Context: an optimization exercise on an open-source flow, tuned for small area. The choices shown serve that exercise and are no tape-out recipe.
Only simulation tests tie the RTL to the original design; equivalence was not proved.
The clock port is modelled as an ideal driver; clocking choices that lean on that would not hold on a real chip.
Power is estimated from default activity; no workload was simulated.

[design.v]
`timescale 1ns/10ps
module async_reset
  (
    input wire    clk,
    input wire    CPU_RESETN,
    output logic  reset,
    output logic  reset_d1,
    output logic  reset_d2
   );
  logic [3:0] reset_sync;
  always_ff @(posedge clk) reset_sync <= {reset_sync[2:0], ~CPU_RESETN};
  assign reset    = reset_sync[1];
  assign reset_d1 = reset_sync[2];
  assign reset_d2 = reset_sync[3];
endmodule  
`timescale 1ns/10ps
module btn_debouncer
  (
    input wire    clk,
    input wire    reset,
    input wire    BTNC,
    output logic  button_down_d2
   );
  logic [2:0] button_sync;
  logic       counter_en;
  logic [7:0] button_debouncer;
  logic       button_down, button_down_d1;
  logic       rising, keep;
  logic [8:0] carry;
  assign rising = button_sync[1] & ~button_sync[2];
  assign keep   = ~reset & (counter_en | rising);
  assign carry[0] = counter_en;
  generate
    genvar k;
    for (k = 0; k < 8; k = k + 1) begin : inc
      assign carry[k+1] = carry[k] & button_debouncer[k];
    end
  endgenerate
  always @(posedge clk) begin
    button_sync      <= {button_sync[1:0], BTNC};
    button_debouncer <= (button_debouncer ^ carry[7:0]) & {8{keep}};
    counter_en       <= ~reset & ~carry[8] & button_sync[1] & (counter_en | ~button_sync[2]);
    button_down      <= ~reset & carry[8];
    button_down_d1   <= button_down;
    button_down_d2   <= button_down_d1;
  end
endmodule  
`timescale 1ns/10ps
module cathode_top
  (
   input wire [3:0]   encoded,
   output logic [6:0] cathode
   );
  always_comb begin
    case (encoded)
      4'h0: cathode = 7'b1000000;
      4'h1: cathode = 7'b1111001;
      4'h2: cathode = 7'b0100100;
      4'h3: cathode = 7'b0110000;
      4'h4: cathode = 7'b0011001;
      4'h5: cathode = 7'b0010010;
      4'h6: cathode = 7'b0000010;
      4'h7: cathode = 7'b1111000;
      4'h8: cathode = 7'b0000000;
      4'h9: cathode = 7'b0010000;
      4'hA: cathode = 7'b0001000;
      4'hB: cathode = 7'b0000011;
      4'hC: cathode = 7'b1000110;
      4'hD: cathode = 7'b0100001;
      4'hE: cathode = 7'b0000110;
      default: cathode = 7'b0001110;
    endcase
  end
endmodule
`timescale 1ns/10ps
module counter
  (
    input wire          clk,
    input wire          reset,
    input wire          button_down,
    output logic [7:0]  hex,
    output logic [7:0]  dec
   );
  logic [8:0] hc;
  logic [7:0] dt;
  logic       dcarry;
  assign hc[0] = button_down;
  generate
    genvar k;
    for (k = 0; k < 8; k = k + 1) begin : inc
      assign hc[k+1] = hc[k] & hex[k];
    end
  endgenerate
  function automatic [3:0] bcd_toggle(input [3:0] d);
    bcd_toggle[0] = 1'b1;
    bcd_toggle[1] = d[0] & ~d[3];
    bcd_toggle[2] = d[0] & d[1];
    bcd_toggle[3] = d[0] & (d[3] | (d[1] & d[2]));
  endfunction
  assign dcarry = button_down & dec[0] & dec[3];
  assign dt = {bcd_toggle(dec[7:4]) & {4{dcarry}}, bcd_toggle(dec[3:0]) & {4{button_down}}};
  always @(posedge clk) begin
    hex <= (hex ^ hc[7:0]) & {8{~reset}};
    dec <= (dec ^ dt) & {8{~reset}};
  end
endmodule  
`timescale 1ns/10ps
module seven_segment
  (
   input wire         clk,
   input wire         reset,
   output logic [1:0] anode_count
   );
  localparam logic [13:0] MASK = 14'h1eff;
  localparam logic [13:0] TERM = 14'h0675;
  logic [13:0] refresh_count;
  logic        last, clear;
  assign last  = ((refresh_count ^ TERM) & MASK) == 14'd0;
  assign clear = reset | last;
  always @(posedge clk) begin
    refresh_count <= ~({refresh_count[12:0], refresh_count[0] ^ refresh_count[13]} | {14{clear}});
    if (last) anode_count <= anode_count + 1'b1;
    if (reset) anode_count <= '0;
  end
endmodule
`timescale 1ns/10ps
module seven_segment_pmod
  (
   input wire         clk,
   input wire         sel,
   input wire  [6:0]  live,
   output logic [6:0] value
   );
  logic [6:0] held;
  assign value = sel ? live : held;
  always @(posedge clk) held <= value;
endmodule
`timescale 1ns/10ps
module top_2displays_counters
  (
    input wire          clk,
    input wire  [1:0]   BTNC_flat,
    input wire          CPU_RESETN,
    output logic [7:0]  anode_flat,
    output logic [15:0] cathode_flat,
    output logic        pmod_anodeSel,
    output logic [6:0]  pmod_cathode,
    output logic [23:0] LED_flat
   );
  logic reset, reset_d1, reset_d2;
  async_reset resetCleaner
    (
     .clk(clk), .CPU_RESETN(CPU_RESETN),
     .reset(reset), .reset_d1(reset_d1), .reset_d2(reset_d2)
    );
  logic [1:0] button_down;
  logic [1:0][7:0] hex, dec;
  logic [1:0][6:0] seg;
  logic [1:0] anode_count;
  seven_segment refresh_i
    (
     .clk(clk), .reset(reset_d1), .anode_count(anode_count)
    );
  generate
    genvar i;
    for (i = 0; i < 2; i = i + 1) begin : connects
      btn_debouncer btnClean_i
        (
         .clk(clk), .reset(reset), .BTNC(BTNC_flat[i]),
         .button_down_d2(button_down[i])
        );
      counter counter_i
        (
         .clk(clk), .reset(reset_d2), .button_down(button_down[i]),
         .hex(hex[i]), .dec(dec[i])
        );
      logic [3:0] digit;
      always_comb begin
        case (anode_count)
          2'd0: digit = dec[i][3:0];
          2'd1: digit = dec[i][7:4];
          2'd2: digit = hex[i][3:0];
          default: digit = hex[i][7:4];
        endcase
      end
      cathode_top ct_i (.encoded(digit), .cathode(seg[i]));
      assign anode_flat[4*i +: 4] = ~(4'b0001 << (2'd3 - anode_count));
      assign cathode_flat[8*i +: 8] = {1'b1, seg[i]};
    end
  endgenerate
  logic [6:0] pmod_seg;
  cathode_top ct_pmod_i
    (
     .encoded(anode_count[0] ? hex[0][7:4] : hex[0][3:0]),
     .cathode(pmod_seg)
    );
  assign pmod_cathode  = pmod_seg;
  assign pmod_anodeSel = ~anode_count[0];
  logic [6:0] led0, led1, led2;
  seven_segment_pmod led0_i (.clk(clk), .sel(anode_count == 2'd2), .live(~seg[0]), .value(led0));
  seven_segment_pmod led1_i (.clk(clk), .sel(anode_count == 2'd3), .live(~seg[0]), .value(led1));
  seven_segment_pmod led2_i (.clk(clk), .sel(~anode_count[0]),     .live(pmod_seg), .value(led2));
  assign LED_flat = {1'b1, led2, 1'b0, led1, 1'b0, led0};
endmodule  
[config.mk]
export PLATFORM = sky130hd
export DESIGN_NAME = top_2displays_counters
export DESIGN_NICKNAME = top_2displays_counters
export VERILOG_FILES = /design/flow/design.v
export SDC_FILE = /design/flow/constraint.sdc
export NUM_CORES = 4
export LEC_CHECK = 0
export CAP_MARGIN = 20
export CORE_MARGIN = 2
export CORE_UTILIZATION = 40
export SLEW_MARGIN = 20
[standard.sh]
#!/bin/bash
# synth_recipe.tcl (not shown) runs the flow's synth.tcl, then flattens the netlist and writes it again
# the make line also repeats each setting of config.mk as NAME=value (left out here)
make -C /OpenROAD-flow-scripts/flow DESIGN_CONFIG=/design/flow/config.mk WORK_HOME=/design/flow/orfs CLKGATE_MAP_FILE= SYNTH_SCRIPT=/design/flow/synth_recipe.tcl "${@:-finish}"
[flow/run.sh]
#!/bin/bash
# Standard ORFS layout (standard.sh) with these changes:
#  - synthesis without the half/full-adder extraction and the Kogge-Stone
#    adder map, and with an area-oriented ABC script (flow/area.abc) in place
#    of the delay-oriented one; registers are mapped exactly as in the
#    standard synthesis;
#  - port buffers use the smallest buffer cell;
#  - CTS with clkbuf_8 and no dummy loads, then each clock buffer shrunk to
#    the smallest size that keeps the clock pins' slew within a target
#    (flow/shrink.tcl).
set -euo pipefail
HERE=$(pwd)
{ cat <<'TCL'
proc abc {args} {
  set i [lsearch -exact $args -script]
  if {$i >= 0} { set args [lreplace $args [expr {$i + 1}] [expr {$i + 1}] $::env(AREA_ABC_SCRIPT)] }
  puts "abc (area script): $args"
  yosys abc {*}$args
}
TCL
cat synth_recipe.tcl; } > flow_synth.tcl
export AREA_ABC_SCRIPT=$HERE/flow/area.abc
SYN=(ADDER_MAP_FILE= SYNTH_OPERATIONS_ARGS=-nofsm SYNTH_SCRIPT=$HERE/flow_synth.tcl)
CTS="-sink_clustering_enable -dont_use_dummy_load -buf_list sky130_fd_sc_hd__clkbuf_8 -sink_clustering_size 50 -sink_clustering_max_diameter 200"
bash standard.sh "${SYN[@]}" synth > synth.log 2>&1
grep -q "abc (area script)" orfs/logs/sky130hd/top_2displays_counters/base/1_2_yosys.log
bash standard.sh "${SYN[@]}" \
  "BUFFER_PORTS_ARGS=-buffer_cell sky130_fd_sc_hd__buf_1" \
  "CTS_ARGS=$CTS" "POST_CTS_TCL=$HERE/flow/shrink.tcl" finish > finish.log 2>&1
[flow/area.abc]
strash
&get -n
&st
&synch2
&if -K 6
&mfs
&st
&deepsyn -J 1000 -T 300
&st
&dch
&nf -R 1000 -p
&put
topo
[flow/shrink.tcl]
# Clock buffer downsizing after CTS: each clock buffer becomes the smallest
# clkbuf whose use keeps every flip-flop clock pin's slew below the target.
proc shrink_worst_clk_slew {} {
  set w 0
  foreach p [get_pins -hierarchical */CLK] {
    foreach k {slew_max_rise slew_max_fall} {
      set s [get_property $p $k]
      if {$s > $w} { set w $s }
    }
  }
  return $w
}
set shrink_target 0.105
set shrink_sizes {sky130_fd_sc_hd__clkbuf_1 sky130_fd_sc_hd__clkbuf_2 sky130_fd_sc_hd__clkbuf_4 sky130_fd_sc_hd__clkbuf_8 sky130_fd_sc_hd__clkbuf_16}
estimate_parasitics -placement
set shrink_start [shrink_worst_clk_slew]
set shrink_limit [expr {max($shrink_target, $shrink_start)}]
foreach inst [get_cells clkbuf_*] {
  set orig [get_property $inst ref_name]
  set oi [lsearch $shrink_sizes $orig]
  if {$oi < 0} { continue }
  set chosen $orig
  for {set i 0} {$i < $oi} {incr i} {
    set m [lindex $shrink_sizes $i]
    replace_cell $inst $m
    estimate_parasitics -placement
    if {[shrink_worst_clk_slew] <= $shrink_limit} { set chosen $m; break }
  }
  replace_cell $inst $chosen
  estimate_parasitics -placement
  puts "shrink: [get_full_name $inst] $orig -> $chosen"
}
puts "shrink: worst clock pin slew [format %.1f [expr {$shrink_start * 1000}]] -> [format %.1f [expr {[shrink_worst_clk_slew] * 1000}]] ps"
[constraint.sdc]
create_clock -name core_clock -period 10.0 [get_ports {clk}]
set_input_delay 2.0000 -clock core_clock [delete_from_list [all_inputs] [get_ports {clk}]]
set_output_delay 2.0000 -clock core_clock [all_outputs]
set_load 0.01 [all_outputs]
==> flow_summary.rst, run 1 <==
.. list-table::
   :header-rows: 1

   * - Metric
     - Value
   * - Placed wire-length estimate after detailed placement
     - 5.53 mm
   * - Largest vdd supply drop
     - 0.0905 mV
   * - Critical Path Slowest Stage Cell
     - dfxtp_1
   * - DIE AREA
     - 10,400 sq um
   * - Average cell area after synthesis
     - 8.81 sq um
   * - Detail Route Antenna Nets
     - 0
   * - Worst slew margin
     - 0.471
   * - Die outline height
     - 102 microns
   * - Vias after detailed routing
     - 3,121
   * - GRT Util Overall
     - 0.153
   * - Critical Path Stages
     - 13
   * - WL per Instance
     - 12.3 microns
   * - Final Hold Slack
     - 0.338 ns
   * - Final wirelength
     - 7.62 mm
   * - Count of final max-slew check failures
     - 0
   * - Result of the run
     - complete, no violations
   * - Initial Utilization
     - 0.414
   * - Unrepaired setup endpoints after global routing
     - false
   * - Metal2 WL
     - about 3.5 mm
   * - Core area
     - about 9300 sq um
   * - Share of cells above drive strength 1
     - 0.0203
   * - Crit. End Element
     - output port
   * - Max Clock Freq
     - between 150 and 200 MHz
   * - Ant diodes
     - 0
   * - Final setup viols
     - 0
   * - Class of the tightest hold or removal check
     - flop to flop
   * - Clock slew at the register clock pins of the worst setup and hold paths
     - 0.12 ns
   * - Placed Instance Area
     - about 4200 sq um
   * - Largest fanout of any net on the critical path
     - 22
   * - Final hold violation count
     - 0
   * - Detailed-route vias per instance
     - 5.02
   * - Cells on Worst Hold Path
     - 0
   * - Yosys warns
     - 7
   * - Cell type with the highest occurrence count on the critical path
     - nor2_1
   * - Transition time at the pin with the least slew margin
     - 0.792 ns
   * - Maximum number of pins on one net before global-route repair
     - 33
   * - Antenna violations before repair
     - 0
   * - Gr ovfl total
     - 0
   * - Time the worst path needs with I/O delays and setup
     - between 5 and 6 ns
   * - Worst setup path class
     - flop to output port
   * - Met1 Routed Length
     - 3.58 mm
   * - Top-level I/O count
     - 60
   * - Register bit total from synthesis
     - 103
   * - RePlAce Congestion
     - approximately 0.86
   * - # clock sinks
     - 103
   * - Combined area of all synthesized cells
     - 3840 sq um
   * - Detail Route met3 WL
     - 373 microns
   * - Static leakage
     - 0.00163 uW
   * - Number of nets in the layout
     - 499
   * - Worst Skew
     - 0.0396 ns
   * - Number of library cell types mapped by synthesis
     - 34
   * - Placement Rows
     - 35
   * - Detailed-route DRC error count
     - 0
   * - Setup TNS
     - 0 ns
   * - Area Overhead vs Synth
     - 10.8%
   * - Die Span X
     - 102 microns
   * - Delay-heaviest family, CP
     - simple AND/OR/NAND/NOR gates
   * - Arrival time of the worst setup path
     - 3.97 ns
   * - Clock tree from TritonCTS
     - built
   * - Required time of the critical path
     - approximately 8 ns
   * - Critical path cell sequence
     - clkinv_1 > nor2_1 > a22oi_1 > nand2_1 > nor2_1 > nor2b_1 > clkinv_1 > a221oi_1 > nor2_1 > a21oi_1 > nor2_1 > o21ai_0 > buf_1
   * - Max_cap viols
     - 0
   * - Non-Filler Cell Area, Final
     - 4260 sq um
   * - Via count of the first global-routing pass
     - 2,763
   * - Initial drt markers
     - 134
   * - Number of placed cells counting well taps
     - between 600 and 700
   * - Slowest Stage Delay on Critical Path
     - between 0.8 and 0.9 ns
   * - First-pass GRT wire length
     - 12.6 mm
   * - Number of cell instances on the worst register-to-register path
     - 12
   * - Clock latency on the worst-skew pair
     - around 0.37 ns
   * - Startpoint type of the worst setup path
     - flop
   * - Pre-Repair DR Iteration Count
     - 4
   * - Pwr/cell area
     - approximately 150 nW/um^2
   * - Number of buffers added on ports
     - 54
   * - CP bufs+invs
     - 3
   * - Cells after Synth
     - around 440
   * - Number of standard cells in the layout, taps in and fillers out
     - 622
   * - Portion of the post-synthesis area used by sequential elements
     - 0.537
   * - Top metal layer carrying routed signals
     - met4
   * - Tcrit/Tclk final
     - 0.597
==> sequential cells by signal, indices dropped and copies added (netlist names) <==
name / cells
connects.btnClean_i.button_debouncer: 16
connects.counter_i.dec: 16
connects.counter_i.hex: 16
refresh_i.refresh_count: 14
led0_i.held: 7
led1_i.held: 7
led2_i.held: 7
connects.btnClean_i.button_sync: 6
resetCleaner.reset_sync: 4
connects.btnClean_i.button_down: 2
connects.btnClean_i.button_down_d1: 2
connects.btnClean_i.button_down_d2: 2
connects.btnClean_i.counter_en: 2
refresh_i.anode_count: 2
==> kinds of logic (layout without fill, tap and decap cells) <==
group,count (synthesis),in the layout,share of synthesized area
XOR/XNOR,5,5,0.0114
multiplexers,11,11,0.0306
other,2,5,0.00195
AO/OA/AOI/OAI,106,106,0.163
AND/OR/NAND/NOR,192,192,0.231
flip-flops,103,103,0.537
buffers and inverters,17,71,0.0254
==> cells in the mapped netlist <==
| library cell | number | share of area |
|---|---|---|
| dfxtp_1 | 103 | 0.54 |
| and3b_1 | 2 | 0.0046 |
| a21oi_1 | 36 | 0.047 |
| xor2_1 | 2 | 0.0046 |
| o21bai_1 | 3 | 0.0059 |
| o21ai_0 | 25 | 0.033 |
| xnor2_1 | 3 | 0.0068 |
| o22ai_1 | 10 | 0.016 |
| nand2b_1 | 1 | 0.0016 |
| mux2i_1 | 5 | 0.013 |
| a211oi_1 | 2 | 0.0039 |
| and2_0 | 10 | 0.016 |
| nor3_1 | 31 | 0.040 |
| nand2_1 | 46 | 0.045 |
| nor3b_1 | 2 | 0.0039 |
| clkinv_1 | 8 | 0.0078 |
| and4b_1 | 1 | 0.0026 |
| a221oi_1 | 1 | 0.0023 |
| o21a_1 | 16 | 0.031 |
| conb_1 | 2 | 0.0020 |
| buf_4 | 9 | 0.018 |
| o31ai_1 | 3 | 0.0059 |
| and3_1 | 16 | 0.026 |
| nor2_1 | 66 | 0.064 |
| a31oi_1 | 5 | 0.0081 |
| a22oi_1 | 3 | 0.0059 |
| nand3_1 | 5 | 0.0065 |
| nor2b_1 | 9 | 0.015 |
| a22o_1 | 1 | 0.0023 |
| or3_1 | 1 | 0.0016 |
| mux2_1 | 6 | 0.018 |
| nor4_1 | 1 | 0.0016 |
| or2_0 | 1 | 0.0016 |
| a21boi_0 | 1 | 0.0020 |
==> cell usage in the layout (no fill, tap or decap), types with 6 or more instances in the layout <==
cell type,synthesis,layout
a21oi_1,36,36
and2_0,10,10
and3_1,16,16
buf_1,0,54
clkbuf_8,0,6
clkinv_1,8,8
dfxtp_1,103,102
mux2_1,6,6
nand2_1,46,46
nor2_1,66,66
nor2b_1,9,9
nor3_1,31,31
o21a_1,16,16
o21ai_0,25,25
o22ai_1,10,10
==> power breakdown <==
group	switching, uW	internal (uW)	total [uW]
Clock	118	68.4	186
Combinational	15.8	9.24	25.1
Sequential	7.83	425	433
Total	142	502	644
==> per-stage QoR <==
step | setup WS [ns] | total power, uW | utilization
final | 4.03 | 644 | 0.458
after global routing | 3.47 | 673 | 0.458
after detailed placement | 4.44 | 468 | 0.447
after global placement | 4.66 | 467 | 0.447
after floorplan | 4.81 | 459 | -
==> area by class of cell <==
class | instances | area, sq um
timing repair buffer | 54 | 203
multi-input combinational | 319 | 1690
clock buffer | 9 | 105
sequential | 103 | 2060
inverter | 8 | 30.0
fill | 914 | 5030
tap | 129 | 161
==> routing by layer <==
metal | vias to the layer above | track usage
met1 | 1415 | 0.192
met2 | 72 | 0.249
met3 | 12 | 0.0404
met5 | - | 0
li1 | 1622 | -
met4 | 0 | 0.0677
==> worst paths after layout <==
kind | from | to | slack [ns]
hold / removal | connects[0].btnClean_i.button_down_d1 | connects[0].btnClean_i.button_down_d2 | 0.34
hold reg to reg | connects[0].btnClean_i.button_down_d1 | connects[0].btnClean_i.button_down_d2 | 0.34
setup reg to reg | refresh_i.anode_count[0] | led0_i.held[1] | 6.48
setup / recovery | refresh_i.anode_count[0] | LED_flat[1] | 4.03
==> run 2: changes to the inputs <==
--- a/flow/run.sh
+++ b/flow/run.sh
@@ -25,5 +25,5 @@
 bash standard.sh "${SYN[@]}" synth > synth.log 2>&1
 grep -q "abc (area script)" orfs/logs/sky130hd/top_2displays_counters/base/1_2_yosys.log
 bash standard.sh "${SYN[@]}" \
-  "BUFFER_PORTS_ARGS=-buffer_cell sky130_fd_sc_hd__buf_1" \
+  "BUFFER_PORTS_ARGS=-buffer_cell sky130_fd_sc_hd__buf_1" SKIP_REPAIR_TIE_FANOUT=1 \
   "CTS_ARGS=$CTS" "POST_CTS_TCL=$HERE/flow/shrink.tcl" finish > finish.log 2>&1
==> run 2 against run 1 <==
  * Still clean on timing, DRC and antenna
  * Global-route usage shrank 0.48 points
  * Critical path depth is the same
  * Clock power grew 9%
  * Die area is the same
  * Final cell count shrank 0.48%
  * Critical path type unchanged
  * Largest cell class unchanged
==> flow_summary.rst, run 2 <==
.. list-table::
   :header-rows: 1

   * - Metric
     - Value
   * - Result of the run
     - complete, no violations
   * - Sw Ratio
     - 0.220
   * - Pre-Repair DR Iteration Count
     - 4
   * - Tcrit/Tclk final
     - 0.588
   * - Async SR Flop Fraction
     - 0
   * - Class of the tightest hold or removal check
     - flop to flop
   * - Yosys top cell by area
     - dfxtp_1
   * - Pwr/cell area
     - 155 nW/um^2
   * - Transition time at the pin with the least slew margin
     - 0.780 ns
   * - Proportion of power drawn by flip-flops and latches
     - 0.655
   * - Metal2 WL
     - roughly 3.5 mm
   * - Maximum number of pins on one net before global-route repair
     - 33
   * - Time the worst path needs with I/O delays and setup
     - 5.88 ns
   * - Reg-to-Reg Start
     - refresh_i.anode_count[0]
   * - Overall power after layout
     - 660 uW
   * - Startpoint type of the worst setup path
     - flop
   * - Register bit total from synthesis
     - 103
   * - Placement Rows
     - 35
   * - Top cell types by occurrence after synthesis
     - 103 x dfxtp_1, 66 x nor2_1, 46 x nand2_1
   * - Most common flop cell mapped by yosys
     - dfxtp_1
   * - Gr ovfl total
     - 0
   * - Placed Instance Area
     - ~4100 sq um
   * - Antenna violations before repair
     - 0
   * - Detail Route Antenna Nets
     - 0
   * - Detailed-route vias per instance
     - roughly 5
   * - Combined area of all synthesized cells
     - between 3000 and 4000 sq um
   * - Clock slew at the register clock pins of the worst setup and hold paths
     - 0.08 ns
   * - Top library cells by usage in the layout, fill and taps aside
     - 102 x dfxtp_1, 66 x nor2_1, 54 x buf_1
   * - Clock network power share
     - 0.307
   * - Total net switching power
     - 145 uW
   * - Final hold violation count
     - 0
   * - Unrepaired setup endpoints after global routing
     - false
   * - Final Hold Slack
     - 0.332 ns
   * - Xor and xnor area share after synthesis
     - 0.0114
   * - Launch point of the critical path
     - refresh_i.anode_count[0]
   * - Crit. End Element
     - output port
   * - Number of nets in the layout
     - between 400 and 500
   * - Top metal layer carrying routed signals
     - met4
   * - Worst reg2reg setup slack
     - 6.52 ns
   * - Final wirelength
     - 7.55 mm
   * - Compound-gate portion of the synthesized area
     - 0.163
   * - Mux contribution to synthesized area
     - 0.0306
   * - Largest registers
     - connects.btnClean_i.button_debouncer x16, connects.counter_i.dec x16, connects.counter_i.hex x16
   * - GRT Util Overall
     - 0.148
   * - Vias after detailed routing
     - 3,112
   * - Clock latency on the worst-skew pair
     - 0.36 ns
   * - Share of cells above drive strength 1
     - 0.0204
   * - Count of final max-slew check failures
     - 0
   * - Worst Skew
     - 0.0288 ns
   * - Die Span X
     - 102 microns
   * - Synthesized-area fraction occupied by and/or/nand/nor cells
     - 0.231
   * - Yosys warns
     - 7
   * - Number of buffers added on ports
     - 54
   * - Cell with the most instances after synthesis
     - dfxtp_1
   * - Worst setup path end
     - LED_flat[9]
   * - Top-level I/O count
     - 60
   * - Worst slew margin
     - 0.479
   * - Detailed-route DRC error count
     - 0
   * - Initial drt markers
     - 116
   * - Cells after Synth
     - roughly 440
   * - Cells on Worst Hold Path
     - 0
   * - Met1 Routed Length
     - 3.64 mm
   * - Via count of the first global-routing pass
     - ~2,700
   * - Number of library cell types mapped by synthesis
     - 34
   * - Average cell area after synthesis
     - slightly below 9 sq um
   * - Number of cell instances on the worst register-to-register path
     - 11
   * - Core area
     - slightly above 9000 sq um
   * - EDFF count, synth
     - 0
   * - First-pass GRT wire length
     - 12.2 mm
   * - Setup TNS
     - 0 ns
   * - Max Clock Freq
     - 170 MHz
   * - Static leakage
     - 0.00163 uW
   * - Internal portion of total power
     - 515 uW
   * - Cell types occupying the most area after synthesis
     - dfxtp_1 54%, nor2_1 6.4%, a21oi_1 4.7%, nand2_1 4.5%, nor3_1 4.0%
   * - Most common cell after layout, fill and taps aside
     - dfxtp_1
   * - Adder-cell share of the synthesized area
     - 0
   * - Proportion of power drawn by combinational gates
     - 0.038
   * - Die outline height
     - between 100 and 150 microns
   * - Required time of the critical path
     - approximately 8.0 ns
   * - DIE AREA
     - 10,400 sq um
   * - Area Overhead vs Synth
     - 11.0%
   * - Ant diodes
     - 0
   * - Final core utilization
     - 0.459
   * - Largest vdd supply drop
     - 0.101 mV
   * - Worst setup path class
     - flop to output port
   * - Portion of the post-synthesis area used by sequential elements
     - 0.537
   * - Share of Yosys cell area claimed by the top area cell type
     - 0.537
   * - Largest fanout of any net on the critical path
     - 22
   * - Max_cap viols
     - 0
   * - Arrival time of the worst setup path
     - 3.88 ns
   * - RePlAce Congestion
     - between 0.8 and 0.9
   * - # clock sinks
     - slightly above 100
   * - Final setup viols
     - 0
   * - WL per Instance
     - 12.2 microns
   * - Clock tree from TritonCTS
     - built
   * - Dominant combinational cell family by area after synthesis
     - simple AND/OR/NAND/NOR gates
   * - Placed wire-length estimate after detailed placement
     - 5.51 mm
   * - Non-Filler Cell Area, Final
     - 4260 sq um
   * - Initial Utilization
     - 0.414
   * - Detail Route met3 WL
     - ~320 microns
   * - Endpoint of the worst-slack reg-to-reg timing path
     - led1_i.held[4]
run 2: cell families (layout without fill, tap and decap cells):
family / count (synthesis) / after routing
compound gates: 106 / 106
xor+xnor: 5 / 5
buf+inv: 17 / 71
flops: 103 / 103
mux: 11 / 11
other cells: 2 / 2
simple gates: 192 / 192
run 2: worst max-delay path: stages (launching register included):
cell      delay [ns]
dfxtp_1         0.83
clkinv_1        0.45
nor2_1          0.41
a22oi_1         0.17
nand2_1         0.14
nor2_1          0.09
nor2b_1         0.16
clkinv_1        0.12
a221oi_1        0.44
nor2_1          0.12
a21oi_1         0.14
nor2_1          0.08
o21ai_0         0.21
buf_1           0.18
run 2: how the worst min path moves through the flow:
| stage | start | to | slack (ns) |
|---|---|---|---|
| finish | connects[1].btnClean_i.button_down | connects[1].btnClean_i.button_down_d1 | 0.33 |
| global route | connects[1].btnClean_i.button_down | connects[1].btnClean_i.button_down_d1 | 0.34 |
| detailed placement | connects[0].btnClean_i.button_sync[0] | connects[0].btnClean_i.button_sync[1] | 0.31 |
| global placement | connects[1].btnClean_i.button_down | connects[1].btnClean_i.button_down_d1 | 0.31 |
| floorplan | connects[0].btnClean_i.button_down | connects[0].btnClean_i.button_down_d1 | 0.31 |
run 2: power by group through the flow:
stage | sequential (uW) | combinational (uW) | clock [uW]
after global placement | 442 | 24.9 | 0
after detailed placement | 442 | 25.4 | 0
after floorplan | 440 | 19.0 | 0
final | 432 | 24.8 | 203
after global routing | 434 | 28.9 | 222
run 2: metrics by stage:
step	setup WS, ns	std cells
after global routing	3.58	619
after global placement	4.61	610
after floorplan	4.81	436
after detailed placement	4.44	610
final	4.12	619
run 2: area by class of cell:
class / count / area (sq um)
Clock buffer: 9 / 124
Inverter: 8 / 30.0
Tap cell: 129 / 161
Multi-Input combinational cell: 316 / 1680
Sequential cell: 103 / 2060
Fill cell: 944 / 5020
Timing Repair Buffer: 54 / 203
run 2: metal layers:
metal,up-vias,global-route usage
met1,1403,0.183
met3,8,0.0342
met2,74,0.252
met4,0,0.0585
met5,-,0
li1,1627,-
==> run 3: changes to the inputs <==
--- a/flow/shrink.tcl
+++ b/flow/shrink.tcl
@@ -10,7 +10,7 @@
   }
   return $w
 }
-set shrink_target 0.105
+set shrink_target 0.115
 set shrink_sizes {sky130_fd_sc_hd__clkbuf_1 sky130_fd_sc_hd__clkbuf_2 sky130_fd_sc_hd__clkbuf_4 sky130_fd_sc_hd__clkbuf_8 sky130_fd_sc_hd__clkbuf_16}
 estimate_parasitics -placement
 set shrink_start [shrink_worst_clk_slew]
==> run 3 against run 2 <==
  * Clock skew is essentially flat
  * Non-clock buffer count stayed put
  * Critical path depth unchanged
  * Global-route usage unchanged
  * Largest power group unchanged
==> flow_summary.rst, run 3 <==
.. list-table::
   :header-rows: 1

   * - Metric
     - Value
   * - Number of cell instances on the worst register-to-register path
     - 11
   * - Critical path cell sequence
     - clkinv_1 > nor2_1 > a22oi_1 > nand2_1 > nor2_1 > nor2b_1 > clkinv_1 > a221oi_1 > nor2_1 > a21oi_1 > nor2_1 > o21ai_0 > buf_1
   * - Worst Skew
     - 0.0285 ns
   * - Worst Setup Slack post-DPL
     - 4.44 ns
   * - Portion of the post-synthesis area used by sequential elements
     - 0.537
   * - Cells after Synth
     - 436
   * - Detail Route Antenna Nets
     - 0
   * - Yosys top cell by area
     - dfxtp_1
   * - Core area
     - roughly 9300 sq um
   * - Via count of the first global-routing pass
     - 2,737
   * - Worst setup path class
     - flop to output port
   * - Cells on Worst Hold Path
     - 0
   * - Die outline height
     - 102 microns
   * - Average cell area after synthesis
     - 8.81 sq um
   * - Maximum number of pins on one net before global-route repair
     - 33
   * - Antenna violations before repair
     - 0
   * - Hold path start
     - connects[1].btnClean_i.button_down
   * - Cell types occupying the most area after synthesis
     - dfxtp_1 54%, nor2_1 6.4%, a21oi_1 4.7%, nand2_1 4.5%, nor3_1 4.0%
   * - Clock latency on the worst-skew pair
     - between 0.5 and 0.6 ns
   * - # clock sinks
     - 103
   * - Tcrit/Tclk final
     - 0.606
   * - Combined area of all synthesized cells
     - 3840 sq um
   * - First-pass GRT wire length
     - 12.2 mm
   * - Final hold violation count
     - 0
   * - Worst slew margin
     - 0.480
   * - Cell with the most instances after synthesis
     - dfxtp_1
   * - Required time of the critical path
     - 8.00 ns
   * - EDFF count, synth
     - 0
   * - Pre-Repair DR Iteration Count
     - 4
   * - Share of Yosys cell area claimed by the top area cell type
     - 0.537
   * - Initial drt markers
     - 114
   * - Detailed-route DRC error count
     - 0
   * - Count of final max-slew check failures
     - 0
   * - DIE AREA
     - 10,400 sq um
   * - Final wirelength
     - approximately 7.5 mm
   * - RePlAce Congestion
     - 0.875
   * - Clock slew at the register clock pins of the worst setup and hold paths
     - approximately 0.090 ns
   * - Die Span X
     - slightly above 100 microns
   * - Async SR Flop Fraction
     - 0
   * - Endpoint of the worst-slack reg-to-reg timing path
     - led1_i.held[4]
   * - Unrepaired setup endpoints after global routing
     - false
   * - Gr ovfl total
     - 0
   * - Reg-to-Reg Start
     - refresh_i.anode_count[0]
   * - Placed wire-length estimate after detailed placement
     - 5.51 mm
   * - Transition time at the pin with the least slew margin
     - 0.779 ns
   * - Result of the run
     - complete, no violations
   * - Largest registers
     - connects.btnClean_i.button_debouncer x16, connects.counter_i.dec x16, connects.counter_i.hex x16
   * - Worst reg2reg setup slack
     - approximately 6.5 ns
   * - Setup TNS
     - 0 ns
   * - Top library cells by usage in the layout, fill and taps aside
     - 102 x dfxtp_1, 66 x nor2_1, 54 x buf_1
   * - CP bufs+invs
     - 3
   * - Largest fanout of any net on the critical path
     - 22
   * - Class of the tightest hold or removal check
     - flop to flop
   * - Number of nets in the layout
     - roughly 500
   * - WL per Instance
     - 12.2 microns
   * - Share of cells above drive strength 1
     - 0.0204
   * - Placement Rows
     - 35
   * - Largest vdd supply drop
     - 0.100 mV
   * - Most common flop cell mapped by yosys
     - dfxtp_1
   * - Yosys warns
     - 7
   * - Top-level I/O count
     - 60
   * - Number of library cell types mapped by synthesis
     - 34
   * - Time the worst path needs with I/O delays and setup
     - 6.06 ns
   * - GRT Util Overall
     - 0.148
   * - Initial Utilization
     - 0.414
   * - Ant diodes
     - 0
   * - Register bit total from synthesis
     - around 100
   * - Arrival time of the worst setup path
     - 4.06 ns
   * - Vias after detailed routing
     - 3,105
   * - Final setup viols
     - 0
   * - Max Clock Freq
     - 165 MHz
   * - Top cell types by occurrence after synthesis
     - 103 x dfxtp_1, 66 x nor2_1, 46 x nand2_1
   * - Number of buffers added on ports
     - 54
   * - Max_cap viols
     - 0
   * - Static leakage
     - 0.00163 uW
   * - Crit. End Element
     - output port
   * - Detailed-route vias per instance
     - 5.02
   * - Critical Path Slowest Stage Cell
     - dfxtp_1
   * - Pwr/cell area
     - 153 nW/um^2
   * - Cell type with the highest occurrence count on the critical path
     - nor2_1
   * - Startpoint type of the worst setup path
     - flop
   * - Area Overhead vs Synth
     - 10.7%
   * - Most common cell after layout, fill and taps aside
     - dfxtp_1
   * - Delay-heaviest family, CP
     - simple AND/OR/NAND/NOR gates
   * - Slowest Stage Delay on Critical Path
     - between 0.8 and 0.9 ns
   * - Setup ws final
     - 3.94 ns
   * - Hold-critical path endpoint
     - connects[1].btnClean_i.button_down_d1
   * - Clock tree from TritonCTS
     - built
==> run 3: changes by cell type in the layout (fill, tap and decap cells not counted) <==
cell      previous run  this run
clkbuf_2             0         1
clkbuf_8             9         8
==> run 3: final cells by class <==
class                      instances  area (sq um)
tap                              129           161
fill                             947          5030
inverter                           8          30.0
multi-input combinational        316          1680
timing repair buffer              54           203
clock buffer                       9           115
sequential                       103          2060
==> run 3: per-layer routing <==
metal,GRT usage,share of wire,up-vias
met5,0,0,-
met3,0.0342,0.041,4
met4,0.0585,0.0086,0
met2,0.252,0.47,72
li1,-,-,1626
met1,0.183,0.48,1403
==> run 3: cells by family (layout without fill, tap and decap cells) <==
logic type	after synthesis	in the layout	share of synthesized area
AO/OA/AOI/OAI	106	106	0.163
XOR/XNOR	5	5	0.0114
buffers and inverters	17	71	0.0254
flip-flops	103	103	0.537
multiplexers	11	11	0.0306
other	2	2	0.00195
AND/OR/NAND/NOR	192	192	0.231
==> run 3: worst max path at each step <==
stage,start,endpoint,slack (ns),cells after the start
5_1_grt,refresh_i.anode_count[0],LED_flat[9],3.39,13
3_5_place_dp,refresh_i.anode_count[0],LED_flat[9],4.44,13
6_report,refresh_i.anode_count[0],LED_flat[9],3.94,13
2_1_floorplan,refresh_i.anode_count[0],LED_flat[9],4.81,12
3_3_place_gp,refresh_i.anode_count[0],LED_flat[9],4.61,13
==> run 3: through the flow <==
step	hold slack [ns]	instances	total power [uW]	util	cell area, sq um
floorplan	0.310	436	459	-	3840
global placement	0.312	610	467	0.446	4140
detailed placement	0.312	610	468	0.446	4140
global route	0.340	619	677	0.458	4260
finish	0.333	619	652	0.458	4260
==> run 3: where the power goes <==
group | total (uW) | switching, uW | internal [uW]
sequential | 432 | 7.69 | 425
clock | 195 | 122 | 72.9
combinational | 24.8 | 15.6 | 9.25
total | 652 | 145 | 507
==> run 4: changes to the inputs <==
--- a/config.mk
+++ b/config.mk
@@ -7,5 +7,5 @@
 export LEC_CHECK = 0
 export CAP_MARGIN = 20
 export CORE_MARGIN = 2
-export CORE_UTILIZATION = 40
+export CORE_UTILIZATION = 60
 export SLEW_MARGIN = 20
==> run 4 against run 3 <==
  * Still clean on timing, DRC and antenna
  * Routed wire length shrank 6.9%
  * Non-clock buffer count is the same
  * Global-route usage up 7.0 points
  * Critical path type unchanged
==> flow_summary.rst, run 4 <==
.. list-table::
   :header-rows: 1

   * - Metric
     - Value
   * - Vias after detailed routing
     - approximately 3,100
   * - Worst slew margin
     - 0.463
   * - Most common cell after layout, fill and taps aside
     - dfxtp_1
   * - Sw Ratio
     - 0.215
   * - Core area
     - 6280 sq um
   * - Average cell area after synthesis
     - 8.81 sq um
   * - Transition time at the pin with the least slew margin
     - ~0.8 ns
   * - Placed Instance Area
     - 4070 sq um
   * - Proportion of power drawn by combinational gates
     - 0.039
   * - Total net switching power
     - between 100 and 150 uW
   * - Share of cells above drive strength 1
     - 0.0184
   * - Portion of the post-synthesis area used by sequential elements
     - 0.537
   * - Antenna violations before repair
     - 0
   * - Pre-Repair DR Iteration Count
     - 4
   * - Result of the run
     - complete, no violations
   * - Arrival time of the worst setup path
     - 4.39 ns
   * - Clock tree from TritonCTS
     - built
   * - Setup TNS
     - 0 ns
   * - Clock network power share
     - 0.284
   * - Maximum number of pins on one net before global-route repair
     - 33
   * - Via count of the first global-routing pass
     - 2,885
   * - Placement Rows
     - 29
   * - Time the worst path needs with I/O delays and setup
     - ~6.4 ns
   * - Initial Utilization
     - 0.612
   * - Clock slew at the register clock pins of the worst setup and hold paths
     - approximately 0.09 ns
   * - Static leakage
     - between 0.0015 and 0.002 uW
   * - Final Hold Slack
     - 0.333 ns
   * - Number of nets in the layout
     - 496
   * - Top cell types by occurrence after synthesis
     - 103 x dfxtp_1, 66 x nor2_1, 46 x nand2_1
   * - Required time of the critical path
     - ~8.0 ns
   * - Detailed-route DRC error count
     - 0
   * - Final core utilization
     - 0.667
   * - Die outline height
     - 84.0 microns
   * - Max Clock Freq
     - around 160 MHz
   * - Most common flop cell mapped by yosys
     - dfxtp_1
   * - Final setup viols
     - 0
   * - Share of Yosys cell area claimed by the top area cell type
     - 0.537
   * - Startpoint type of the worst setup path
     - flop
   * - Fillcell total
     - 536
   * - Largest vdd supply drop
     - 0.123 mV
   * - Worst Setup Slack post-DPL
     - 4.49 ns
   * - GRT Util Overall
     - 0.218
   * - Top-level I/O count
     - 60
   * - Gr ovfl total
     - 0
   * - Number of buffers added on ports
     - 54
   * - Crit. End Element
     - output port
   * - Largest registers
     - connects.btnClean_i.button_debouncer x16, connects.counter_i.dec x16, connects.counter_i.hex x16
   * - Worst setup path class
     - flop to output port
   * - Tcrit/Tclk final
     - 0.639
   * - Placed wire-length estimate after detailed placement
     - 4.97 mm
   * - Yosys top cell by area
     - dfxtp_1
   * - RePlAce Congestion
     - 0.895
   * - Proportion of power drawn by flip-flops and latches
     - 0.677
   * - Unrepaired setup endpoints after global routing
     - false
   * - First-pass GRT wire length
     - 12.6 mm
   * - Class of the tightest hold or removal check
     - flop to flop
   * - Setup ws final
     - approximately 3.6 ns
   * - Cells after Synth
     - 436
   * - Detail Route Antenna Nets
     - 0
   * - EDFF count, synth
     - 0
   * - Cell with the most instances after synthesis
     - dfxtp_1
   * - Internal portion of total power
     - 502 uW
   * - Yosys warns
     - 7
   * - Count of final max-slew check failures
     - 0
   * - Non-Filler Cell Area, Final
     - 4190 sq um
   * - Clock latency on the worst-skew pair
     - 0.81 ns
   * - Async SR Flop Fraction
     - 0
   * - Die Span X
     - between 80 and 90 microns
   * - Pwr/cell area
     - ~150 nW/um^2
   * - Register bit total from synthesis
     - about 100
   * - Final wirelength
     - 7.02 mm
   * - Top library cells by usage in the layout, fill and taps aside
     - 102 x dfxtp_1, 66 x nor2_1, 54 x buf_1
   * - Final hold violation count
     - 0
   * - WL per Instance
     - 12.4 microns
   * - # clock sinks
     - around 100
   * - Combined area of all synthesized cells
     - just under 4000 sq um
   * - Max_cap viols
     - 0
   * - Initial drt markers
     - 108
   * - Area Overhead vs Synth
     - 8.92%
   * - Detailed-route vias per instance
     - roughly 5.5
   * - Worst Skew
     - 0.0375 ns
   * - DIE AREA
     - 7060 sq um
   * - Cell types occupying the most area after synthesis
     - dfxtp_1 54%, nor2_1 6.4%, a21oi_1 4.7%, nand2_1 4.5%, nor3_1 4.0%
   * - Number of library cell types mapped by synthesis
     - 34
   * - Largest fanout of any net on the critical path
     - 22
-- run 4: cell counts after synthesis --
No cell type changed its count.
-- run 4: final timing paths --
check | start | endpoint | slack (ns) | depth (start not counted)
max | refresh_i.anode_count[0] | LED_flat[9] | 3.61 | 13
min | connects[0].btnClean_i.button_down_d1 | connects[0].btnClean_i.button_down_d2 | 0.33 | 0
max reg2reg | refresh_i.anode_count[0] | led1_i.held[1] | 6.47 | 12
min reg2reg | connects[0].btnClean_i.button_down_d1 | connects[0].btnClean_i.button_down_d2 | 0.33 | 0
-- run 4: layout make-up --
type,count,area (sq um),area share
Multi-Input combinational cell,316,1680,0.402
Clock buffer,9,108,0.0257
Antenna cell,1,2.50,0.000598
Inverter,8,30.0,0.00717
Tap cell,77,96.3,0.0230
Timing Repair Buffer,54,203,0.0484
Sequential cell,103,2060,0.493
-- run 4: power groups by stage --
| stage | clock network (uW) | logic (uW) | registers, uW |
|---|---|---|---|
| 3_5_place_dp | 0 | 25.1 | 442 |
| 2_1_floorplan | 0 | 19.0 | 440 |
| 3_3_place_gp | 0 | 24.4 | 442 |
| 5_1_grt | 204 | 28.6 | 435 |
| 6_report | 181 | 25.1 | 433 |
-- run 4: kinds of logic after synthesis --
group / after synthesis / synth area share
simple gates: 192 / 0.231
compound gates: 106 / 0.163
flops: 103 / 0.537
buf+inv: 17 / 0.0254
mux: 11 / 0.0306
xor+xnor: 5 / 0.0114
other cells: 2 / 0.00195
-- run 4: routing by layer --
layer	vias to the layer above	GRT usage	share of wire	wire length, microns
met1	1404	0.285	0.49	3430
met4	0	0.0748	0.016	114
met2	88	0.348	0.45	3130
met5	-	0	0	0
met3	8	0.0623	0.049	344
li1	1628	-	-	-
-- run 4: worst max-delay path: stages (launching register included) --
cell,delay (ns)
dfxtp_1,0.85
clkinv_1,0.46
nor2_1,0.36
a22oi_1,0.16
nand2_1,0.15
nor2_1,0.09
nor2b_1,0.19
clkinv_1,0.13
a221oi_1,0.49
nor2_1,0.13
a21oi_1,0.13
nor2_1,0.08
o21ai_0,0.21
buf_1,0.18
-- run 4: per-stage QoR --
stage / instances / power (uW)
2_1_floorplan: 436 / 459
6_report: 568 / 639
5_1_grt: 567 / 668
3_3_place_gp: 558 / 466
3_5_place_dp: 558 / 467
==> run 5: changes to the inputs <==
--- a/flow/shrink.tcl
+++ b/flow/shrink.tcl
@@ -10,12 +10,14 @@
   }
   return $w
 }
-set shrink_target 0.115
+set shrink_target 0.118
 set shrink_sizes {sky130_fd_sc_hd__clkbuf_1 sky130_fd_sc_hd__clkbuf_2 sky130_fd_sc_hd__clkbuf_4 sky130_fd_sc_hd__clkbuf_8 sky130_fd_sc_hd__clkbuf_16}
 estimate_parasitics -placement
 set shrink_start [shrink_worst_clk_slew]
 set shrink_limit [expr {max($shrink_target, $shrink_start)}]
-foreach inst [get_cells clkbuf_*] {
+# leaf buffers (clkbuf_<level>_...) before the root (clkbuf_0_...)
+set shrink_insts [lsort -decreasing -command {apply {{a b} {string compare [get_full_name $a] [get_full_name $b]}}} [get_cells clkbuf_*]]
+foreach inst $shrink_insts {
   set orig [get_property $inst ref_name]
   set oi [lsearch $shrink_sizes $orig]
   if {$oi < 0} { continue }
==> run 5 against run 4 <==
  * Still clean
  * Total power is 0.83% lower
  * Synthesized cell count is the same
  * Worst hold slack barely moved
  * Global-route usage up 0.063 points
  * Clock skew grew 0.00061 ns
  * Synthesized area unchanged
  * Via count is 0.38% lower
  * Count of clock-buffer cells in the layout unchanged
  * Cell area shrank 0.21%
  * Routed wire length down 0.17%
==> flow_summary.rst, run 5 <==
.. list-table::
   :header-rows: 1

   * - Metric
     - Value
   * - WL per Instance
     - about 12 microns
   * - Setup ws final
     - 3.65 ns
   * - Largest registers
     - connects.btnClean_i.button_debouncer x16, connects.counter_i.dec x16, connects.counter_i.hex x16
   * - Largest fanout of any net on the critical path
     - 22
   * - First-pass GRT wire length
     - 12.6 mm
   * - Top-level I/O count
     - 60
   * - Initial drt markers
     - 98
   * - Number of buffers added on ports
     - 54
   * - DIE AREA
     - 7060 sq um
   * - # clock sinks
     - 103
   * - Fillcell total
     - 536
   * - Pwr/cell area
     - 152 nW/um^2
   * - CP bufs+invs
     - 3
   * - Register bit total from synthesis
     - just over 100
   * - Gr ovfl total
     - 0
   * - Detailed-route DRC error count
     - 0
   * - Class of the tightest hold or removal check
     - flop to flop
   * - Average cell area after synthesis
     - 8.81 sq um
   * - Pre-Repair DR Iteration Count
     - 4
   * - RePlAce Congestion
     - 0.895
   * - Initial Utilization
     - 0.612
   * - Clock slew at the register clock pins of the worst setup and hold paths
     - approximately 0.090 ns
   * - Portion of the post-synthesis area used by sequential elements
     - 0.537
   * - Unrepaired setup endpoints after global routing
     - false
   * - GR Layer Usage met2
     - 0.348
   * - GRT busiest layer
     - met2
   * - Critical path cell sequence
     - clkinv_1 > nor2_1 > a22oi_1 > nand2_1 > nor2_1 > nor2b_1 > clkinv_1 > a221oi_1 > nor2_1 > a21oi_1 > nor2_1 > o21ai_0 > buf_1
   * - Worst setup path class
     - flop to output port
   * - Final setup viols
     - 0
   * - Combined area of all synthesized cells
     - roughly 3800 sq um
   * - Most common flop cell mapped by yosys
     - dfxtp_1
   * - Worst reg2reg setup slack
     - roughly 6.5 ns
   * - Clock latency on the worst-skew pair
     - 0.79 ns
   * - Startpoint type of the worst setup path
     - flop
   * - Tcrit/Tclk final
     - 0.635
   * - Result of the run
     - complete, no violations
   * - Detail Route Antenna Nets
     - 0
   * - Yosys top cell by area
     - dfxtp_1
   * - Share of cells above drive strength 1
     - 0.0184
   * - Async SR Flop Fraction
     - 0
   * - Cell type with the highest occurrence count on the critical path
     - nor2_1
   * - Detailed-route vias per instance
     - approximately 5.5
   * - Final wirelength
     - 7.01 mm
   * - Arrival time of the worst setup path
     - 4.35 ns
   * - Max_cap viols
     - 0
   * - Max Clock Freq
     - roughly 160 MHz
   * - Crit. End Element
     - output port
   * - Cell with the most instances after synthesis
     - dfxtp_1
   * - Final core utilization
     - 0.665
   * - Area Overhead vs Synth
     - 8.69%
   * - Setup TNS
     - 0 ns
   * - Worst Setup Slack post-DPL
     - around 4.5 ns
   * - Reg-to-Reg Start
     - refresh_i.anode_count[0]
   * - Top cell types by occurrence after synthesis
     - 103 x dfxtp_1, 66 x nor2_1, 46 x nand2_1
   * - Final hold violation count
     - 0
   * - Cell types occupying the most area after synthesis
     - dfxtp_1 54%, nor2_1 6.4%, a21oi_1 4.7%, nand2_1 4.5%, nor3_1 4.0%
   * - GRT Util Overall
     - 0.219
   * - Die Span X
     - 84.0 microns
   * - Launch point of the critical path
     - refresh_i.anode_count[0]
   * - Antenna violations before repair
     - 0
   * - M3 GR Usage
     - 0.0682
   * - Number of library cell types mapped by synthesis
     - 34
   * - Placed wire-length estimate after detailed placement
     - 4.97 mm
   * - Routing usage on met1
     - 0.285
   * - Ant diodes
     - 0
   * - Worst Skew
     - 0.0381 ns
   * - Maximum number of pins on one net before global-route repair
     - 33
   * - Cells after Synth
     - 436
   * - Core area
     - ~6300 sq um
   * - Slowest Stage Delay on Critical Path
     - ~0.85 ns
   * - Die outline height
     - approximately 84 microns
   * - Hold path start
     - connects[0].btnClean_i.button_down_d1
   * - Count of final max-slew check failures
     - 0
   * - Transition time at the pin with the least slew margin
     - 0.799 ns
   * - EDFF count, synth
     - 0
   * - Via count of the first global-routing pass
     - 2,891
   * - Required time of the critical path
     - 8.00 ns
   * - Vias after detailed routing
     - between 3,000 and 4,000
   * - Clock tree from TritonCTS
     - built
   * - Yosys warns
     - 7
   * - Placement Rows
     - 29
   * - Number of nets in the layout
     - just under 500
   * - Top library cells by usage in the layout, fill and taps aside
     - 102 x dfxtp_1, 66 x nor2_1, 54 x buf_1
   * - Critical Path Slowest Stage Cell
     - dfxtp_1
   * - Time the worst path needs with I/O delays and setup
     - 6.35 ns
   * - Largest vdd supply drop
     - 0.124 mV
   * - Delay-heaviest family, CP
     - simple AND/OR/NAND/NOR gates
   * - Worst slew margin
     - 0.467
   * - Static leakage
     - roughly 0.0016 uW
   * - Most common cell after layout, fill and taps aside
     - dfxtp_1
   * - Share of Yosys cell area claimed by the top area cell type
     - 0.537
==> run 5: cell counts after synthesis <==
Identical to the previous run, type by type.
==> run 5: cells by family after synthesis <==
| kind of cell | synth area share |
|---|---|
| simple gates | 0.231 |
| mux | 0.0306 |
| flops | 0.537 |
| buf+inv | 0.0254 |
| xor+xnor | 0.0114 |
| compound gates | 0.163 |
| other cells | 0.00195 |
==> run 5: final timing paths <==
path	cells past startpoint	endpoint
min	0	connects[0].btnClean_i.button_down_d2
max	13	LED_flat[9]
min reg2reg	0	connects[0].btnClean_i.button_down_d2
max reg2reg	11	led1_i.held[4]
==> run 5: metal layers <==
metal | up-vias | share of wire
met1 | 1400 | 0.49
met5 | - | 0
met2 | 84 | 0.44
met4 | 0 | 0.014
met3 | 6 | 0.051
li1 | 1626 | -
==> run 5: stage by stage <==
step,total power [uW],cell area (sq um),cells,hold slack (ns)
finish,634,4180,567,0.333
global route,664,4180,567,0.344
detailed placement,467,4070,558,0.314
global placement,466,4070,558,0.310
floorplan,459,3840,436,0.310
==> run 5: layout make-up <==
cell class,instances,area [sq um],area share
repair buffers,54,203,0.0485
clock buffers,9,101,0.0243
well taps,77,96.3,0.0231
flip-flops and latches,103,2060,0.494
multi-input cells,316,1680,0.403
inverters,8,30.0,0.00719
==> run 5: where the power goes <==
part           switching (uW)  leakage [uW]  internal (uW)
logic                    15.8      0.000724           9.23
registers                7.75      0.000841            425
clock network             113     0.0000535           63.6
==> run 5: worst register-to-register path: stages, from the launching register on <==
cell	delay (ns)
dfxtp_1	0.85
clkinv_1	0.46
nor2_1	0.36
a22oi_1	0.16
nand2_1	0.15
nor2_1	0.09
nor2b_1	0.18
clkinv_1	0.13
a221oi_1	0.48
nor2_1	0.13
nor2b_1	0.20
o21ai_0	0.14
==> run 6: changes to the inputs <==
--- a/config.mk
+++ b/config.mk
@@ -7,5 +7,6 @@
 export LEC_CHECK = 0
 export CAP_MARGIN = 20
 export CORE_MARGIN = 2
-export CORE_UTILIZATION = 60
+export CORE_UTILIZATION = 70
+export PLACE_DENSITY = 0.9
 export SLEW_MARGIN = 20
==> run 6 against run 5 <==
  * Total power down 0.25%
  * Clock skew down 0.0058 ns
  * Critical path depth unchanged
  * Maximum frequency is 1.5% lower
  * Sequential power about the same
  * Via count up 2.6%
  * Die area fell by 14%
  * Non-clock buffer count unchanged
  * Worst hold slack gained 0.00095 ns
  * Critical path type unchanged
==> flow_summary.rst, run 6 <==
.. list-table::
   :header-rows: 1

   * - Metric
     - Value
   * - Via count of the first global-routing pass
     - about 3,000
   * - Number of nets in the layout
     - 496
   * - Top cell types by occurrence after synthesis
     - 103 x dfxtp_1, 66 x nor2_1, 46 x nand2_1
   * - First-pass GRT wire length
     - 12.9 mm
   * - Largest fanout of any net on the critical path
     - 22
   * - Final Hold Slack
     - 0.334 ns
   * - Largest vdd supply drop
     - 0.187 mV
   * - WL per Instance
     - roughly 13 microns
   * - Time the worst path needs with I/O delays and setup
     - roughly 6.4 ns
   * - Mux contribution to synthesized area
     - 0.0306
   * - Final setup viols
     - 0
   * - Pwr/cell area
     - 152 nW/um^2
   * - Number of cell instances on the worst register-to-register path
     - 12
   * - Yosys warns
     - 7
   * - Clock slew at the register clock pins of the worst setup and hold paths
     - 0.10 ns
   * - # clock sinks
     - about 100
   * - Unrepaired setup endpoints after global routing
     - false
   * - Number of library cell types mapped by synthesis
     - 34
   * - Largest registers
     - connects.btnClean_i.button_debouncer x16, connects.counter_i.dec x16, connects.counter_i.hex x16
   * - Vias after detailed routing
     - 3,198
   * - Final wirelength
     - between 7 and 8 mm
   * - Worst reg2reg setup slack
     - roughly 6.4 ns
   * - RePlAce Congestion
     - about 0.88
   * - Core area
     - 5200 sq um
   * - Cells after Synth
     - 436
   * - Register bit total from synthesis
     - a little over 100
   * - Startpoint type of the worst setup path
     - flop
   * - Most common cell after layout, fill and taps aside
     - dfxtp_1
   * - Cell with the most instances after synthesis
     - dfxtp_1
   * - Max Clock Freq
     - 155 MHz
   * - Worst slew margin
     - 0.279
   * - Initial Utilization
     - 0.738
   * - Most common flop cell mapped by yosys
     - dfxtp_1
   * - Clock tree from TritonCTS
     - built
   * - Pre-Repair DR Iteration Count
     - 4
   * - Combined area of all synthesized cells
     - a little under 4000 sq um
   * - Average cell area after synthesis
     - about 8.8 sq um
   * - Count of final max-slew check failures
     - 0
   * - GRT Util Overall
     - 0.263
   * - Placed wire-length estimate after detailed placement
     - 5.24 mm
   * - Async SR Flop Fraction
     - 0
   * - Class of the tightest hold or removal check
     - flop to flop
   * - EDFF count, synth
     - 0
   * - Top-level I/O count
     - 60
   * - Ant diodes
     - 0
   * - Hold path start
     - connects[0].btnClean_i.button_sync[0]
   * - Crit. End Element
     - output port
   * - Worst Skew
     - between 0.03 and 0.04 ns
   * - Reg-to-Reg Start
     - refresh_i.anode_count[0]
   * - Detail Route Antenna Nets
     - 0
   * - Share of cells above drive strength 1
     - 0.0163
   * - Arrival time of the worst setup path
     - ~4.4 ns
   * - Initial drt markers
     - 193
   * - Hold-critical path endpoint
     - connects[0].btnClean_i.button_sync[1]
   * - Die outline height
     - 78.1 microns
   * - Top library cells by usage in the layout, fill and taps aside
     - 103 x dfxtp_1, 66 x nor2_1, 54 x buf_1
   * - Antenna violations before repair
     - 0
   * - Gr ovfl total
     - 0
   * - Detailed-route vias per instance
     - 5.71
   * - Detailed-route DRC error count
     - 0
   * - Dominant combinational cell family by area after synthesis
     - simple AND/OR/NAND/NOR gates
   * - Endpoint of the worst-slack reg-to-reg timing path
     - led1_i.held[1]
   * - Die Span X
     - 78.1 microns
   * - Yosys top cell by area
     - dfxtp_1
   * - Final hold violation count
     - 0
   * - Static leakage
     - 0.00162 uW
   * - Max_cap viols
     - 0
   * - Transition time at the pin with the least slew margin
     - 1.08 ns
   * - Portion of the post-synthesis area used by sequential elements
     - 0.537
   * - Synthesized-area fraction occupied by and/or/nand/nor cells
     - 0.231
   * - Cells on Worst Hold Path
     - 0
   * - Share of Yosys cell area claimed by the top area cell type
     - 0.537
   * - Number of buffers added on ports
     - 54
   * - Clock latency on the worst-skew pair
     - 0.79 ns
   * - Result of the run
     - complete, no violations
   * - DIE AREA
     - between 6000 and 7000 sq um
   * - Cell types occupying the most area after synthesis
     - dfxtp_1 54%, nor2_1 6.4%, a21oi_1 4.7%, nand2_1 4.5%, nor3_1 4.0%
   * - Placement Rows
     - 26
   * - Compound-gate portion of the synthesized area
     - 0.163
   * - Area Overhead vs Synth
     - 8.27%
   * - Maximum number of pins on one net before global-route repair
     - 33
   * - Worst setup path class
     - flop to output port
   * - Xor and xnor area share after synthesis
     - 0.0114
   * - Adder-cell share of the synthesized area
     - 0
   * - Tcrit/Tclk final
     - 0.644
   * - Setup TNS
     - 0 ns
   * - Required time of the critical path
     - around 8.0 ns
==> run 6: cell counts after synthesis <==
Identical to the previous run, type by type.
==> run 6: cells by family (layout without fill, tap and decap cells) <==
group	after synthesis	count (layout)
other	2	2
multiplexers	11	11
flip-flops	103	103
AND/OR/NAND/NOR	192	192
AO/OA/AOI/OAI	106	106
buffers and inverters	17	71
XOR/XNOR	5	5
==> run 6: worst max path at each step <==
stage | from | end | slack [ns] | depth (start not counted)
finish | refresh_i.anode_count[0] | LED_flat[9] | 3.56 | 13
global placement | refresh_i.anode_count[0] | LED_flat[9] | 4.75 | 13
floorplan | refresh_i.anode_count[0] | LED_flat[9] | 4.81 | 12
detailed placement | refresh_i.anode_count[0] | LED_flat[1] | 4.45 | 13
global route | refresh_i.anode_count[0] | LED_flat[1] | 2.97 | 13
==> run 6: critical path, stage by stage (launching register included) <==
cell      delay, ns
dfxtp_1        0.84
clkinv_1       0.43
nor2_1         0.40
a22oi_1        0.18
nand2_1        0.16
nor2_1         0.09
nor2b_1        0.21
clkinv_1       0.16
a221oi_1       0.44
nor2_1         0.13
a21oi_1        0.13
nor2_1         0.08
o21ai_0        0.23
buf_1          0.19
==> run 6: metrics by stage <==
stage / util / std cells / setup slack, ns / power [uW] / instance area, sq um
after global placement: 0.781 / 551 / 4.75 / 466 / 4070
final: 0.799 / 560 / 3.56 / 632 / 4160
after detailed placement: 0.781 / 551 / 4.45 / 468 / 4070
after floorplan: - / 436 / 4.81 / 459 / 3840
after global routing: 0.799 / 560 / 2.97 / 662 / 4160
==> run 6: where the power goes <==
group	internal [uW]	switching, uW	total (uW)	leakage, uW
combinational	9.30	16.1	25.4	0.000724
clock	59.3	115	174	0.0000509
sequential	425	7.87	433	0.000841
total	493	139	632	0.00162
==> run 6: area by class of cell <==
type / count / area [sq um]
Clock buffer: 9 / 95.1
Timing Repair Buffer: 54 / 203
Tap cell: 70 / 87.6
Fill cell: 367 / 1040
Sequential cell: 103 / 2060
Multi-Input combinational cell: 316 / 1680
Inverter: 8 / 30.0
==> run 6: per-layer routing <==
layer / vias up / GRT usage / part of all wire
li1: 1628 / - / -
met1: 1490 / 0.291 / 0.44
met2: 69 / 0.478 / 0.50
met3: 11 / 0.0770 / 0.042
met4: 0 / 0.0930 / 0.013
met5: - / 0 / 0
==> run 7: changes to the inputs <==
--- a/config.mk
+++ b/config.mk
@@ -7,6 +7,6 @@
 export LEC_CHECK = 0
 export CAP_MARGIN = 20
 export CORE_MARGIN = 2
-export CORE_UTILIZATION = 70
+export CORE_UTILIZATION = 40
 export PLACE_DENSITY = 0.9
 export SLEW_MARGIN = 20
==> run 7 against run 6 <==
  * Core utilization is 34 points lower
  * Worst setup slack worse by 0.10 ns
  * Critical endpoint unchanged
  * Register-to-register slack worse by 0.12 ns
  * Sequential share of layout area is 0.92 points lower
  * Synthesized cell count stayed put
  * Sequential cell count stayed put
  * Cell area is 2.0% higher
  * Combinational power hardly changed
  * Count of clock-buffer cells in the layout stayed put
==> flow_summary.rst, run 7 <==
.. list-table::
   :header-rows: 1

   * - Metric
     - Value
   * - Largest vdd supply drop
     - 0.0878 mV
   * - Clock latency on the worst-skew pair
     - between 0.8 and 0.9 ns
   * - Worst setup path class
     - flop to output port
   * - Count of final max-slew check failures
     - 0
   * - Die Span X
     - approximately 100 microns
   * - Unrepaired setup endpoints after global routing
     - false
   * - Initial Utilization
     - 0.414
   * - Result of the run
     - complete, no violations
   * - Max Clock Freq
     - approximately 150 MHz
   * - Clock slew at the register clock pins of the worst setup and hold paths
     - 0.11 ns
   * - RePlAce Congestion
     - 0.802
   * - Detail Route Antenna Nets
     - 0
   * - Class of the tightest hold or removal check
     - flop to flop
   * - Worst slew margin
     - 0.459
   * - DIE AREA
     - 10,400 sq um
   * - Number of buffers added on ports
     - 54
   * - Via count of the first global-routing pass
     - just over 3,000
   * - Critical path cell sequence
     - clkinv_1 > nor2_1 > a22oi_1 > nand2_1 > nor2_1 > nor2b_1 > clkinv_1 > a221oi_1 > nor2_1 > a21oi_1 > nor2_1 > o21ai_0 > buf_1
   * - Async SR Flop Fraction
     - 0
   * - Portion of the post-synthesis area used by sequential elements
     - 0.537
   * - Top cell types by occurrence after synthesis
     - 103 x dfxtp_1, 66 x nor2_1, 46 x nand2_1
   * - Area Overhead vs Synth
     - 10.4%
   * - Worst reg2reg setup slack
     - 6.32 ns
   * - GRT Util Overall
     - 0.155
   * - Cell type with the highest occurrence count on the critical path
     - nor2_1
   * - Slowest Stage Delay on Critical Path
     - 0.87 ns
   * - Yosys top cell by area
     - dfxtp_1
   * - CP bufs+invs
     - 3
   * - Most common cell after layout, fill and taps aside
     - dfxtp_1
   * - Startpoint type of the worst setup path
     - flop
   * - Transition time at the pin with the least slew margin
     - 0.811 ns
   * - Share of Yosys cell area claimed by the top area cell type
     - 0.537
   * - Required time of the critical path
     - 8.00 ns
   * - Antenna violations before repair
     - 0
   * - Clock network power share
     - 0.281
   * - Combined area of all synthesized cells
     - around 3800 sq um
   * - Final hold violation count
     - 0
   * - Register bit total from synthesis
     - 103
   * - Cell with the most instances after synthesis
     - dfxtp_1
   * - Maximum number of pins on one net before global-route repair
     - 33
   * - Cell types occupying the most area after synthesis
     - dfxtp_1 54%, nor2_1 6.4%, a21oi_1 4.7%, nand2_1 4.5%, nor3_1 4.0%
   * - Static leakage
     - between 0.0015 and 0.002 uW
   * - Detailed-route vias per instance
     - 5.27
   * - Setup TNS
     - 0 ns
   * - Non-Filler Cell Area, Final
     - 4240 sq um
   * - Number of library cell types mapped by synthesis
     - 34
   * - Internal portion of total power
     - 498 uW
   * - Cells after Synth
     - 436
   * - Die outline height
     - 102 microns
   * - WL per Instance
     - 12.8 microns
   * - Largest fanout of any net on the critical path
     - 22
   * - Detailed-route DRC error count
     - 0
   * - Core area
     - 9280 sq um
   * - Critical Path Slowest Stage Cell
     - dfxtp_1
   * - Gr ovfl total
     - 0
   * - Initial drt markers
     - 197
   * - EDFF count, synth
     - 0
   * - Placement Rows
     - 35
   * - Average cell area after synthesis
     - 8.81 sq um
   * - Placed wire-length estimate after detailed placement
     - roughly 5.8 mm
   * - Delay-heaviest family, CP
     - simple AND/OR/NAND/NOR gates
   * - Arrival time of the worst setup path
     - 4.54 ns
   * - Max_cap viols
     - 0
   * - Proportion of power drawn by combinational gates
     - 0.040
   * - Top library cells by usage in the layout, fill and taps aside
     - 102 x dfxtp_1, 66 x nor2_1, 54 x buf_1
   * - Final wirelength
     - 7.93 mm
   * - Sw Ratio
     - 0.219
   * - Proportion of power drawn by flip-flops and latches
     - 0.679
   * - Yosys warns
     - 7
   * - Share of cells above drive strength 1
     - 0.0184
   * - Total net switching power
     - 139 uW
   * - Pwr/cell area
     - 150 nW/um^2
   * - Clock tree from TritonCTS
     - built
   * - Worst Skew
     - roughly 0.036 ns
   * - Most common flop cell mapped by yosys
     - dfxtp_1
   * - Number of nets in the layout
     - 496
   * - Placed Instance Area
     - 4140 sq um
   * - First-pass GRT wire length
     - 13.0 mm
   * - Tcrit/Tclk final
     - 0.654
   * - Top-level I/O count
     - 60
   * - Crit. End Element
     - output port
   * - Vias after detailed routing
     - 3,265
   * - Pre-Repair DR Iteration Count
     - 5
   * - # clock sinks
     - 103
   * - Time the worst path needs with I/O delays and setup
     - 6.54 ns
   * - Ant diodes
     - 0
   * - Final setup viols
     - 0
   * - Largest registers
     - connects.btnClean_i.button_debouncer x16, connects.counter_i.dec x16, connects.counter_i.hex x16
## run 7: cell counts after synthesis
Identical to the previous run, type by type.
## run 7: power by group through the flow
stage | clock [uW] | combinational, uW | sequential [uW]
6_report | 179 | 25.3 | 432
3_5_place_dp | 0 | 25.6 | 442
5_1_grt | 200 | 29.3 | 434
3_3_place_gp | 0 | 24.3 | 441
2_1_floorplan | 0 | 19.0 | 440
## run 7: layer usage
metal | share of wire | vias to the layer above | track usage
met2 | 0.50 | 137 | 0.281
met3 | 0.067 | 20 | 0.0479
met1 | 0.42 | 1488 | 0.175
li1 | - | 1620 | -
met4 | 0.018 | 0 | 0.0472
met5 | 0 | - | 0
## run 7: cell families (layout without fill, tap and decap cells)
family / Yosys count / after routing / synth area share
AND/OR/NAND/NOR: 192 / 192 / 0.231
XOR/XNOR: 5 / 5 / 0.0114
buffers and inverters: 17 / 71 / 0.0254
other: 2 / 2 / 0.00195
flip-flops: 103 / 103 / 0.537
multiplexers: 11 / 11 / 0.0306
AO/OA/AOI/OAI: 106 / 106 / 0.163
## run 7: worst paths after layout
kind,startpoint,to,cells after the start
worst max-delay path,refresh_i.anode_count[0],LED_flat[9],13
worst min-delay path,connects[0].btnClean_i.button_down_d1,connects[0].btnClean_i.button_down_d2,0
worst max register to register,refresh_i.anode_count[0],led1_i.held[1],12
worst min register to register,connects[0].btnClean_i.button_down_d1,connects[0].btnClean_i.button_down_d2,0
## run 7: through the flow
step                instances  setup WS [ns]  power (uW)  utilization  hold slack, ns
global placement          610           4.74         466        0.446           0.311
finish                    619           3.46         637        0.457           0.310
detailed placement        610           4.47         468        0.446           0.314
global route              619           3.00         663        0.457           0.312
floorplan                 436           4.81         459            -           0.310
## run 7: worst register-to-register path, cell delays in order (launching register included)
cell,delay [ns]
dfxtp_1,0.87
clkinv_1,0.46
nor2_1,0.37
a22oi_1,0.17
nand2_1,0.15
nor2_1,0.10
nor2b_1,0.21
clkinv_1,0.17
a221oi_1,0.45
nor2_1,0.13
a21oi_1,0.14
nor2_1,0.07
o21ai_0,0.25
## run 7: cell type report
| type | count | area (sq um) |
|---|---|---|
| repair buffers | 54 | 203 |
| multi-input cells | 316 | 1680 |
| well taps | 129 | 161 |
| clock buffers | 9 | 101 |
| inverters | 8 | 30.0 |
| fillers | 882 | 5040 |
| flip-flops and latches | 103 | 2060 |

port drivers added, routing unchanged:
The flow's constraints put no driver on any port. The routed layouts listed below were extracted and timed again, unchanged, in two steps. Step 1 assumes that a clkbuf_16 drives the clock port and a buf_2 every other input. Step 2 times the ports against the registers' clock, not the clock port: input delays grow and output delays shrink by t, the midpoint of the rising clock arrivals with the driver on. Slacks: no drivers / after step 1 / after step 2; pairs: no drivers / after step 1.
run	shift t [ns]	setup slack, ns	worst hold slack (ns)	worst register clock-pin slew, ns
run 1	0.383	4.026 / 3.994 / 4.377	0.338 / 0.338 / 0.338	0.12 / 0.12
run 2	0.381	4.115 / 4.084 / 4.465	0.332 / 0.332 / 0.332	0.11 / 0.11
run 3	0.556	3.936 / 3.907 / 4.463	0.333 / 0.333 / 0.333	0.11 / 0.11
run 4	0.831	3.605 / 3.568 / 4.399	0.333 / 0.333 / 0.333	0.10 / 0.10
run 5	0.804	3.653 / 3.619 / 4.423	0.333 / 0.333 / 0.333	0.11 / 0.11
run 6	0.803	3.557 / 3.527 / 4.330	0.334 / 0.334 / 0.334	0.11 / 0.11
run 7	0.826	3.456 / 3.427 / 4.253	0.310 / 0.310 / 0.310	0.11 / 0.11
After both steps every run listed still meets setup and hold.
